This is an optimization exercise on Yosys and OpenROAD, whose aim is small area and a short achievable clock period, not a production implementation. At most, simulation tests tie the RTL to the original design; equivalence was not proved.

## ColorDetect
module ColorDetect(
    input reset_n,
    input clk,
    input enable,
    input [23:0] DATA_IN,
    input DATA_IN_VALID,
    input [10:0] X_VALUE,
    input [9:0] Y_VALUE,
    input [1:0] COLOR,
    input [31:0] FRAME_WAIT,
    output [31:0] COORDINATE,
    output READY
    );
    localparam KX = 5;   
    localparam KY = 4;   
    reg ready;
    reg en;
    reg [15:0] frames;
    reg [19:0] count;            
    reg [10:0] x_qs;             
    reg x_neg;                   
    reg [19:0] x_part;           
    reg [9:0] y_qs;
    reg y_neg;
    reg [19:0] y_part;
    wire sof = (X_VALUE == 11'd0) && (Y_VALUE == 10'd0);
    wire run = enable && reset_n;
    wire hit = (frames == FRAME_WAIT[15:0]);
    wire [15:0] frames_inc;
    Increment #(.N(16)) fi (.a(frames), .ci(DATA_IN_VALID && sof), .s(frames_inc));
    always @(posedge clk) begin
        en <= run && hit;
        if (!run || hit)
            frames <= 16'd0;
        else
            frames <= frames_inc;
    end
    always @(posedge clk)
        ready <= (X_VALUE == 11'd1279) && (Y_VALUE == 10'd719) && !ready;
    wire [7:0] r = DATA_IN[23:16];
    wire [7:0] g = DATA_IN[15:8];
    wire [7:0] b = DATA_IN[7:0];
    reg match;
    always @(*) begin
        case (COLOR)
            2'b00: match = (r >= 8'd180) && (g <= 8'd80) && (b <= 8'd80);
            2'b01: match = (r < 8'd80) && (g > 8'd180) && (b < 8'd80);
            2'b10: match = (r < 8'd80) && (g < 8'd80) && (b > 8'd180);
  ...
export LEC_CHECK = 0
export ABC_AREA = 1
export CAP_MARGIN = 20
export CORE_MARGIN = 2
export CORE_UTILIZATION = 40
export CTS_BUF_LIST = sky130_fd_sc_hd__clkbuf_8
export SLEW_MARGIN = 20
create_clock -name core_clock -period 100.0 [get_ports {clk}]
standard.sh (not shown) runs the stock make flow with config.mk's settings and CLKGATE_MAP_FILE= SYNTH_SCRIPT=/design/flow/synth_recipe.tcl, a recipe that flattens the netlist after the stock synthesis.
==> flow/flow/run.sh <==
#!/bin/bash
# Standard layout, except: synthesis leaves adders to ABC (no full-adder
# cells), timing repair aims a little past the clock's period (a larger
# setup slack margin), and the port buffers are buf_1 cells.
set -euo pipefail
export BUFFER_PORTS_ARGS="-buffer_cell sky130_fd_sc_hd__buf_1"
bash standard.sh "ADDER_MAP_FILE=" "SETUP_SLACK_MARGIN=65.5" "BUFFER_PORTS_ARGS=-buffer_cell sky130_fd_sc_hd__buf_1" finish > standard.log 2>&1
The starting point completed with no timing, DRC or antenna violations.
Then changed:
==> flow/flow/run.sh (replaced) <==
#!/bin/bash
# Standard layout, except: synthesis leaves adders to ABC (no full-adder
# cells), and the port buffers are buf_1 cells.
set -euo pipefail
export BUFFER_PORTS_ARGS="-buffer_cell sky130_fd_sc_hd__buf_1"
bash standard.sh "ADDER_MAP_FILE=" "BUFFER_PORTS_ARGS=-buffer_cell sky130_fd_sc_hd__buf_1" finish > standard.log 2>&1
Settings changed: CTS_BUF_LIST sky130_fd_sc_hd__clkbuf_8 to default.
Outcome: The changed run produced a clean layout; sequential cell count is unchanged; die area is unchanged; worst setup slack gets worse by 1.1 ns.

========
Starting RTL as in the previous note.
// ColorDetect
module ColorDetect(
    input reset_n,
    input clk,
    input enable,
    input [23:0] DATA_IN,
    input DATA_IN_VALID,
    input [10:0] X_VALUE,
    input [9:0] Y_VALUE,
    input [1:0] COLOR,
    input [31:0] FRAME_WAIT,
    output [31:0] COORDINATE,
    output READY
    );
clock: 100.0 ns
lec_check: 0
abc_area: 1
cap_margin: 20
core_margin: 2
core_utilization: 40
cts_buf_list: sky130_fd_sc_hd__clkbuf_8
slew_margin: 20
==> flow/flow/run.sh <==
#!/bin/bash
# Standard layout, except: synthesis leaves adders to ABC (no full-adder
# cells), and the port buffers are buf_1 cells.
set -euo pipefail
export BUFFER_PORTS_ARGS="-buffer_cell sky130_fd_sc_hd__buf_1"
bash standard.sh "ADDER_MAP_FILE=" "BUFFER_PORTS_ARGS=-buffer_cell sky130_fd_sc_hd__buf_1" finish > standard.log 2>&1
Edit:
==> flow/flow/run.sh (replaced) <==
#!/bin/bash
# Standard layout, except: synthesis leaves adders to ABC (no full-adder
# cells), timing repair aims a little past the clock's period (a larger
# setup slack margin), and the port buffers are buf_1 cells.
set -euo pipefail
export BUFFER_PORTS_ARGS="-buffer_cell sky130_fd_sc_hd__buf_1"
bash standard.sh "ADDER_MAP_FILE=" "SETUP_SLACK_MARGIN=66.0" "BUFFER_PORTS_ARGS=-buffer_cell sky130_fd_sc_hd__buf_1" finish > standard.log 2>&1
Outcome: Routed wire length increases by 5.2%; fmax climbs by 3.8%; non-clock buffer count came out higher by 104; design area came out higher by 12%; global-route usage barely changes.

========
Another version of the RTL of ColorDetect (not shown whole).
For scale: about 110 flip-flops, about 120 I/O pins, about 16000 µm² of cells after synthesis.
==> flow/design.v (excerpt) <==
module ColorDetect(
    input reset_n,
    input clk,
    input enable,
    input [23:0] DATA_IN,
    input DATA_IN_VALID,
    input [10:0] X_VALUE,
    input [9:0] Y_VALUE,
    input [1:0] COLOR,
    input [31:0] FRAME_WAIT,
    output [31:0] COORDINATE,
    output READY
    );
export LEC_CHECK = 0
export ABC_AREA = 1
export CAP_MARGIN = 20
export CORE_MARGIN = 2
export CORE_UTILIZATION = 40
export CTS_BUF_LIST = sky130_fd_sc_hd__clkbuf_4 sky130_fd_sc_hd__clkbuf_8
export SLEW_MARGIN = 20
create_clock -name core_clock -period 100.0 [get_ports {clk}]
==> flow/flow/run.sh <==
#!/bin/bash
# Standard layout, except: synthesis leaves adders to ABC (no full-adder
# cells), timing repair aims a little past the clock's period (a larger
# setup slack margin), and the port buffers are buf_1 cells.
set -euo pipefail
export BUFFER_PORTS_ARGS="-buffer_cell sky130_fd_sc_hd__buf_1"
bash standard.sh "ADDER_MAP_FILE=" "SETUP_SLACK_MARGIN=65.2" "BUFFER_PORTS_ARGS=-buffer_cell sky130_fd_sc_hd__buf_1" finish > standard.log 2>&1
The starting point finished clean.
==> next run, changes <==
==> flow/flow/run.sh (replaced) <==
#!/bin/bash
# Standard layout, except: synthesis leaves adders to ABC (no full-adder
# cells), and the port buffers are buf_1 cells.
set -euo pipefail
export BUFFER_PORTS_ARGS="-buffer_cell sky130_fd_sc_hd__buf_1"
bash standard.sh "ADDER_MAP_FILE=" "BUFFER_PORTS_ARGS=-buffer_cell sky130_fd_sc_hd__buf_1" finish > standard.log 2>&1
- CORE_UTILIZATION: 40 -> 60
- CTS_BUF_LIST: sky130_fd_sc_hd__clkbuf_4 sky130_fd_sc_hd__clkbuf_8 -> unset
Global-route usage rose by 8.9 points.
Setup slack loses 1.3 ns.
Maximum frequency fell by a few percent.
Design area fell by a few percent.
Wire length fell by a few percent.
Via count rose slightly.
==> next run, changes <==
- CORE_UTILIZATION: 60 -> 40
- via count falls by about 1.2%
- global-route usage falls by 8.9 points
- non-clock buffer count rises by 1
- first-iteration DRC count falls by 14%
- flip-flop and latch count stays the same
- cell area rises by about 1.5%
- routed wire length rises by about 5%
- sequential share of layout area falls by 0.20 points
- area after synthesis is unchanged
==> next run, changes <==
- CTS_BUF_LIST: unset -> sky130_fd_sc_hd__clkbuf_4 sky130_fd_sc_hd__clkbuf_8
Setup slack got worse by 0.0072 ns; via count falls by 0.31%; global-route usage is about the same; register-to-register slack improved by 0.03 ns; synthesized area stays the same; clock-buffer cell count stays the same.

========
Setup of the previous run:
ColorDetect, a different RTL version from the one above (not shown whole).
Size: roughly 2,600 cells after synthesis, roughly 100 flip-flops, about 120 I/O pins, about 15,000 um^2 of cells after synthesis.
Design ColorDetect, start of the top module:
module ColorDetect(
    input reset_n,
    input clk,
    input enable,
    input [23:0] DATA_IN,
    input DATA_IN_VALID,
    input [10:0] X_VALUE,
    input [9:0] Y_VALUE,
    input [1:0] COLOR,
    input [31:0] FRAME_WAIT,
    output [31:0] COORDINATE,
    output READY
    );
    localparam KX = 4;   
    localparam KY = 4;   
    reg ready;
    reg en;
    reg [15:0] frames;
    reg [19:0] count;            
    reg [10:0] x_qs;             
    reg x_neg;                   
    reg [19:0] x_part;           
    reg [9:0] y_qs;
    reg y_neg;
    reg [19:0] y_part;
    wire sof = (X_VALUE == 11'd0) && (Y_VALUE == 10'd0);
    wire run = enable && reset_n;
    wire hit = (frames == FRAME_WAIT[15:0]);
    wire [15:0] frames_inc;
    Increment #(.N(16)) fi (.a(frames), .ci(DATA_IN_VALID && sof), .s(frames_inc));
    always @(posedge clk) begin
        en <= run && hit;
        if (!run || hit)
            frames <= 16'd0;
        else
            frames <= frames_inc;
    end
    always @(posedge clk)
        ready <= (X_VALUE == 11'd1279) && (Y_VALUE == 10'd719) && !ready;
    wire [7:0] r = DATA_IN[23:16];
    wire [7:0] g = DATA_IN[15:8];
    wire [7:0] b = DATA_IN[7:0];
    reg match;
    always @(*) begin
        case (COLOR)
            2'b00: match = (r >= 8'd180) && (g <= 8'd80) && (b <= 8'd80);
            2'b01: match = (r < 8'd80) && (g > 8'd180) && (b < 8'd80);
            2'b10: match = (r < 8'd80) && (g < 8'd80) && (b > 8'd180);
            default: match = (r > 8'd200) && (g > 8'd200) && (b < 8'd80);
        endcase
    end
    wire [10:0] qx;
    wire [19:0] rx;
    wire [9:0] qy;
    wire [19:0] ry;
    CentroidFinish #(.W(11), .K0(KX)) fx (.qs(x_qs), .neg(x_neg), .part(x_part), .d(count), .q(qx), .r(rx));
    CentroidFinish #(.W(10), .K0(KY)) fy (.qs(y_qs), .neg(y_neg), .part(y_part), .d(count), .q(qy), .r(ry));
    wire take = DATA_IN_VALID && match;
    wire [19:0] dn;
    Increment #(.N(20)) ci (.a(count), .ci(take), .s(dn));
    wire nx_neg, ny_neg;
    wire [19:0] nx_part, ny_part;
    wire [10:0] nx_qs;
    wire [9:0] ny_qs;
    CentroidStart #(.W(11), .K0(KX)) sx (.q(qx), .r(rx), .v(X_VALUE), .take(take), .d(dn), .neg(nx_neg), .part(nx_part), .qs(nx_qs));
  ...
Settings: LEC_CHECK=0, ABC_AREA=1, CAP_MARGIN=20, CORE_MARGIN=2, CORE_UTILIZATION=40, SLEW_MARGIN=20; clock period 100.0 ns.
==> flow/flow/run.sh <==
#!/bin/bash
# Standard layout, except: synthesis leaves adders to ABC (no full-adder
# cells), and the port buffers are buf_1 cells.
set -euo pipefail
export BUFFER_PORTS_ARGS="-buffer_cell sky130_fd_sc_hd__buf_1"
bash standard.sh "ADDER_MAP_FILE=" "BUFFER_PORTS_ARGS=-buffer_cell sky130_fd_sc_hd__buf_1" finish > standard.log 2>&1
The following lists how the current run was set up differently from the previous run:
- CTS_BUF_LIST: unset -> sky130_fd_sc_hd__clkbuf_8 sky130_fd_sc_hd__clkbuf_16
[summary]
- Number of placed instances with taps included delta (the previous run -> the current run): insignificant
- Taking the previous run as the reference, in the current run clock sink count roughly the same, delay contributed by the slowest stage of the critical path roughly the same.

========
Another version of the RTL of ColorDetect (not shown whole).
For scale: roughly 3,200 cells after synthesis, ~110 flip-flops, about 120 I/O pins, ~0.018 sq mm of cells after synthesis.
Settings: LEC_CHECK=0, ABC_AREA=1, CAP_MARGIN=20, CORE_MARGIN=2, CORE_UTILIZATION=40, SLEW_MARGIN=20; clock period 100.0 ns.
==> flow/flow/run.sh <==
#!/bin/bash
# Standard layout, except: synthesis leaves adders to ABC (no full-adder
# cells), ABC's buffers are removed at floorplan, and the port buffers are
# buf_2 cells.
set -euo pipefail
export BUFFER_PORTS_ARGS="-buffer_cell sky130_fd_sc_hd__buf_2"
bash standard.sh "ADDER_MAP_FILE=" "REMOVE_ABC_BUFFERS=1" "BUFFER_PORTS_ARGS=-buffer_cell sky130_fd_sc_hd__buf_2" finish > standard.log 2>&1
The first run passed the timing, DRC and antenna checks.
Rerun with:
==> flow/flow/run.sh (replaced) <==
#!/bin/bash
# Standard layout, except: synthesis leaves adders to ABC (no full-adder
# cells), and the port buffers are buf_2 cells.
set -euo pipefail
export BUFFER_PORTS_ARGS="-buffer_cell sky130_fd_sc_hd__buf_2"
bash standard.sh "ADDER_MAP_FILE=" "BUFFER_PORTS_ARGS=-buffer_cell sky130_fd_sc_hd__buf_2" finish > standard.log 2>&1
Effect: Hold slack hardly moves; global-route usage falls by 0.68 points; critical path depth is unchanged; core utilization is about the same; synthesized cell count does not change; die area stays the same; final cell count is about the same; routed wire length goes down by a few percent.
No run of this note included a check of the RTL's function; only the layout flow was run.

========
== run Y ==
The RTL this note starts from:
==> flow/design.v <==
`timescale 1ns / 1ps
module ColorDetect(
    input reset_n,
    input clk,
    input enable,
    input [23:0] DATA_IN,
    input DATA_IN_VALID,
    input [10:0] X_VALUE,
    input [9:0] Y_VALUE,
    input [1:0] COLOR,
    input [31:0] FRAME_WAIT,
    output [31:0] COORDINATE,
    output READY
    );
    localparam KX = 5;   
    localparam KY = 5;   
    reg ready;
    reg en;
    reg [15:0] frames;
    reg [19:0] count;            
    reg [10:0] x_q0;             
    reg x_neg;                   
    reg [19:0] x_part;           
    reg [10:KX] x_qhi;           
    reg [9:0] y_q0;
    reg y_neg;
    reg [19:0] y_part;
    reg [9:KY] y_qhi;
    wire sof = (X_VALUE == 11'd0) && (Y_VALUE == 10'd0);
    wire run = enable && reset_n;
    wire hit = (frames == FRAME_WAIT[15:0]);
    always @(posedge clk) begin
        en <= run && hit;
        if (!run || hit)
            frames <= 16'd0;
        else if (DATA_IN_VALID && sof)
            frames <= frames + 16'd1;
    end
    always @(posedge clk)
        ready <= (X_VALUE == 11'd1279) && (Y_VALUE == 10'd719) && !ready;
    wire [7:0] r = DATA_IN[23:16];
    wire [7:0] g = DATA_IN[15:8];
    wire [7:0] b = DATA_IN[7:0];
    reg match;
    always @(*) begin
        case (COLOR)
            2'b00: match = (r >= 8'd180) && (g <= 8'd80) && (b <= 8'd80);
            2'b01: match = (r < 8'd80) && (g > 8'd180) && (b < 8'd80);
            2'b10: match = (r < 8'd80) && (g < 8'd80) && (b > 8'd180);
            default: match = (r > 8'd200) && (g > 8'd200) && (b < 8'd80);
        endcase
    end
    wire [10:0] qx;
    wire [19:0] rx;
    wire [9:0] qy;
    wire [19:0] ry;
    CentroidFinish #(.W(11), .K0(KX)) fx (.q0(x_q0), .neg(x_neg), .part(x_part), .qhi(x_qhi), .d(count), .q(qx), .r(rx));
    CentroidFinish #(.W(10), .K0(KY)) fy (.q0(y_q0), .neg(y_neg), .part(y_part), .qhi(y_qhi), .d(count), .q(qy), .r(ry));
    wire take = DATA_IN_VALID && match;
    wire [19:0] dn = count + {19'd0, take};
    wire nx_neg, ny_neg;
    wire [19:0] nx_part, ny_part;
    wire [10:KX] nx_qhi;
    wire [9:KY] ny_qhi;
    CentroidStart #(.W(11), .K0(KX)) sx (.q(qx), .r(rx), .v(X_VALUE), .take(take), .d(dn), .neg(nx_neg), .part(nx_part), .qhi(nx_qhi));
    CentroidStart #(.W(10), .K0(KY)) sy (.q(qy), .r(ry), .v(Y_VALUE), .take(take), .d(dn), .neg(ny_neg), .part(ny_part), .qhi(ny_qhi));
    wire clr = !reset_n || !en;
    always @(posedge clk) begin
        if (clr || (DATA_IN_VALID && sof)) begin
            count <= {19'd0, !clr && match};
            x_q0 <= 11'd0;
            x_neg <= 1'b0;
            x_part <= 20'd0;
            x_qhi <= 0;
            y_q0 <= 10'd0;
            y_neg <= 1'b0;
            y_part <= 20'd0;
            y_qhi <= 0;
        end else begin
            count <= dn;
            x_q0 <= qx;
            x_neg <= nx_neg;
            x_part <= nx_part;
            x_qhi <= nx_qhi;
            y_q0 <= qy;
            y_neg <= ny_neg;
            y_part <= ny_part;
            y_qhi <= ny_qhi;
        end
    end
    assign COORDINATE = {5'd0, qx, 6'd0, qy};
    assign READY = ready;
endmodule
module RippleAdd #(parameter N = 8) (
    input [N-1:0] a,
    input [N-1:0] b,
    input ci,
    output [N-1:0] s,
    output co
    );
    wire [N:0] c;
    assign c[0] = ci;
    genvar j;
    generate
        for (j = 0; j < N; j = j + 1) begin : bit_
            assign s[j] = a[j] ^ b[j] ^ c[j];
            assign c[j+1] = (a[j] & b[j]) | (c[j] & (a[j] ^ b[j]));
        end
    endgenerate
    assign co = c[N];
endmodule
module SelectAdd #(parameter N = 8, parameter B = 4) (
    input [N-1:0] a,
    input [N-1:0] b,
    input ci,
    output [N-1:0] s,
    output co
    );
    generate
        if (N <= B) begin : one
            RippleAdd #(.N(N)) r (.a(a), .b(b), .ci(ci), .s(s), .co(co));
        end else begin : split
            wire c;
            RippleAdd #(.N(B)) lo (.a(a[B-1:0]), .b(b[B-1:0]), .ci(ci), .s(s[B-1:0]), .co(c));
            wire [N-B-1:0] s0, s1;
            wire c0, c1;
            RippleAdd #(.N(N-B)) h0 (.a(a[N-1:B]), .b(b[N-1:B]), .ci(1'b0), .s(s0), .co(c0));
            RippleAdd #(.N(N-B)) h1 (.a(a[N-1:B]), .b(b[N-1:B]), .ci(1'b1), .s(s1), .co(c1));
            assign s[N-1:B] = c ? s1 : s0;
            assign co = c0 | (c & c1);
        end
    endgenerate
endmodule
module DivStage #(parameter W = 11, parameter I = 1) (
    input [W:0] a,
    input [19:0] d,
    output [W:0] an,
    output qb
    );
    localparam K = W + 1 - I;
    wire [K-1:0] t;
    wire ge;
    SelectAdd #(.N(K), .B((K+1)/2)) sub (.a(a[W:I]), .b(~d[K-1:0]), .ci(1'b1), .s(t), .co(ge));
    assign qb = ge & ~|d[19:K];
    generate
        if (I > 0) begin : low
            assign an = qb ? {t, a[I-1:0]} : a;
        end
    endgenerate
endmodule
module CentroidStart #(parameter W = 11, parameter K0 = 4) (
    input [W-1:0] q,
    input [19:0] r,
    input [W-1:0] v,
    input take,
    input [19:0] d,
    output neg,
    output [19:0] part,
    output [W-1:K0] qhi
    );
    wire [20:0] o1 = {1'b0, r};
    wire [20:0] o2 = {{(21-W){1'b0}}, v & {W{take}}};
    wire [20:0] o3 = {{(21-W){1'b1}}, ~(q & {W{take}})};
    wire [20:0] cs = o1 ^ o2 ^ o3;
    wire [20:0] cc = (o1 & o2) | (o1 & o3) | (o2 & o3);
    wire [20:0] n;
    wire co;
    SelectAdd #(.N(21), .B(11)) add (.a(cs), .b({cc[19:0], 1'b0}), .ci(1'b1), .s(n), .co(co));
    assign neg = n[20];
    wire [19:0] m = n[19:0] ^ {20{neg}};
    wire [W:0] a [K0:W];
    assign a[W] = m[W:0];
    genvar i;
    generate
        for (i = W - 1; i >= K0; i = i - 1) begin : stage
            DivStage #(.W(W), .I(i)) st (.a(a[i+1]), .d(d), .an(a[i]), .qb(qhi[i]));
        end
    endgenerate
    assign part = {m[19:W+1], a[K0]};
endmodule
module CentroidFinish #(parameter W = 11, parameter K0 = 4) (
    input [W-1:0] q0,
    input neg,
    input [19:0] part,
    input [W-1:K0] qhi,
    input [19:0] d,
    output [W-1:0] q,
    output [19:0] r
    );
    wire [W:0] a [0:K0];
    wire [K0-1:0] qlo;
    assign a[K0] = part[W:0];
    genvar i;
    generate
        for (i = K0 - 1; i >= 1; i = i - 1) begin : stage
            DivStage #(.W(W), .I(i)) st (.a(a[i+1]), .d(d), .an(a[i]), .qb(qlo[i]));
        end
    endgenerate
    wire [19:0] p = {part[19:W+1], a[1]};
    wire [19:0] t0;
    wire [19:0] u;
    wire ge0, cu;
    SelectAdd #(.N(20), .B(10)) sub0 (.a(p), .b(~d), .ci(1'b1), .s(t0), .co(ge0));
    SelectAdd #(.N(20), .B(10)) add2 (.a({d[18:0], 1'b0}), .b(~p), .ci(1'b0), .s(u), .co(cu));
    assign qlo[0] = ge0;
    assign r = neg ? (ge0 ? u : ~t0) : (ge0 ? t0 : p);
    wire [W-1:0] e = {qhi, qlo[K0-1:1], 1'b0} ^ {{(W-1){neg}}, 1'b0};
    wire [W-1:0] q_0, q_1;
    wire cq0, cq1;
    RippleAdd #(.N(W)) addq0 (.a(q0), .b(e), .ci(1'b0), .s(q_0), .co(cq0));
    RippleAdd #(.N(W)) addq1 (.a(q0), .b(e | 1'b1), .ci(1'b0), .s(q_1), .co(cq1));
    assign q = (ge0 ^ neg) ? q_1 : q_0;
endmodule
Settings: LEC_CHECK=0, ABC_AREA=1, CAP_MARGIN=20, CORE_MARGIN=2, CORE_UTILIZATION=40, SLEW_MARGIN=20; clock period 100.0 ns.
==> flow/flow/run.sh <==
#!/bin/bash
# Standard layout, with the port buffers made from buf_2 cells instead of
# the resizer's default choice.
set -euo pipefail
export BUFFER_PORTS_ARGS="-buffer_cell sky130_fd_sc_hd__buf_2"
bash standard.sh "BUFFER_PORTS_ARGS=-buffer_cell sky130_fd_sc_hd__buf_2" finish > standard.log 2>&1
Input-level comparison between run P and run Y:
==> flow/flow/run.sh <==
#!/bin/bash
# Standard layout, with the port buffers made from buf_2 cells instead of
# the resizer's default choice, and timing repair aiming at a shorter period
# than the clock's (a larger setup slack margin).
set -euo pipefail
export BUFFER_PORTS_ARGS="-buffer_cell sky130_fd_sc_hd__buf_2"
bash standard.sh "BUFFER_PORTS_ARGS=-buffer_cell sky130_fd_sc_hd__buf_2" "SETUP_SLACK_MARGIN=62" finish > standard.log 2>&1
## What came out
- Run P went all the way through synthesis, placement and routing and the layout is clean on timing, DRC and antenna.
- Changes observed in run P relative to run Y: share of post-route cells with drive strength above 1 went up, met3 routed wirelength went up, post-route non-filler standard cell count went up.
- Area taken by flip-flops and latches of run Y is on par with run P.
- met3 global-route usage up 0.61 points in run P wrt run Y
- As far as number of combinational gates with multiple inputs is concerned, run P and run Y perform about the same.
- Status: share of final layout cell area taken by clock buffers and inverters parity (run P, run Y)
- Compared with run Y, in run P wire length of the first global-routing pass rose 2.6%; hold slack now smaller; maximum frequency picked up an extra 13%.
No functional check of the RTL was part of any run of this note.

==> re-timing with driven ports <==
In the flow no input, the clock included, has a driving cell. The finished layouts below were timed again as built, in two steps.
Step 1 assumes that a clkbuf_16 drives the clock port and a buf_2 every other input.
Step 2, shift: input delay + t, output delay - t, t = (earliest + latest rising clock arrival at the registers) / 2. This alone moves slack from input paths to output paths.
Slacks: ideal ports / drivers / drivers and shift; pairs: ideal ports / drivers.
run	t, ns	slack for setup (ns)	worst setup path after step 2	slew at the worst register clock pin (ns)	cell pins on the clock port's net
the first run of note 1	0.468	66.532 / 66.484 / 66.952	register to output	0.12 / 0.12	1
the second run of note 1	0.424	65.387 / 65.332 / 65.756	register to output	0.08 / 0.08	1
the first run of note 2	0.470	65.355 / 65.307 / 65.777	register to output	0.12 / 0.12	1
the second run of note 2	0.469	66.612 / 66.563 / 67.032	register to output	0.12 / 0.12	1
the first run of note 3	0.534	66.484 / 66.432 / 66.777	input to register	0.09 / 0.09	1
the second run of note 3	0.475	65.219 / 65.170 / 65.293	input to register	0.07 / 0.07	1
the third run of note 3	0.488	65.157 / 65.107 / 65.595	register to output	0.07 / 0.07	1
the fourth run of note 3	0.532	65.150 / 65.098 / 65.630	register to output	0.10 / 0.10	1
the previous run	0.423	64.716 / 64.745 / 64.322	input to register	0.10 / 0.10	1
the current run	0.423	64.716 / 64.745 / 64.322	input to register	0.10 / 0.10	1
the first run of note 5	0.453	65.240 / 65.179 / 65.632	register to output	0.10 / 0.10	1
the second run of note 5	0.464	65.622 / 65.565 / 66.029	register to output	0.10 / 0.10	1
run Y	0.432	57.840 / 57.787 / 58.219	register to output	0.09 / 0.09	1
run P	0.432	62.733 / 62.679 / 62.511	input to register	0.09 / 0.09	1
After both steps setup and hold are still met in every run listed.
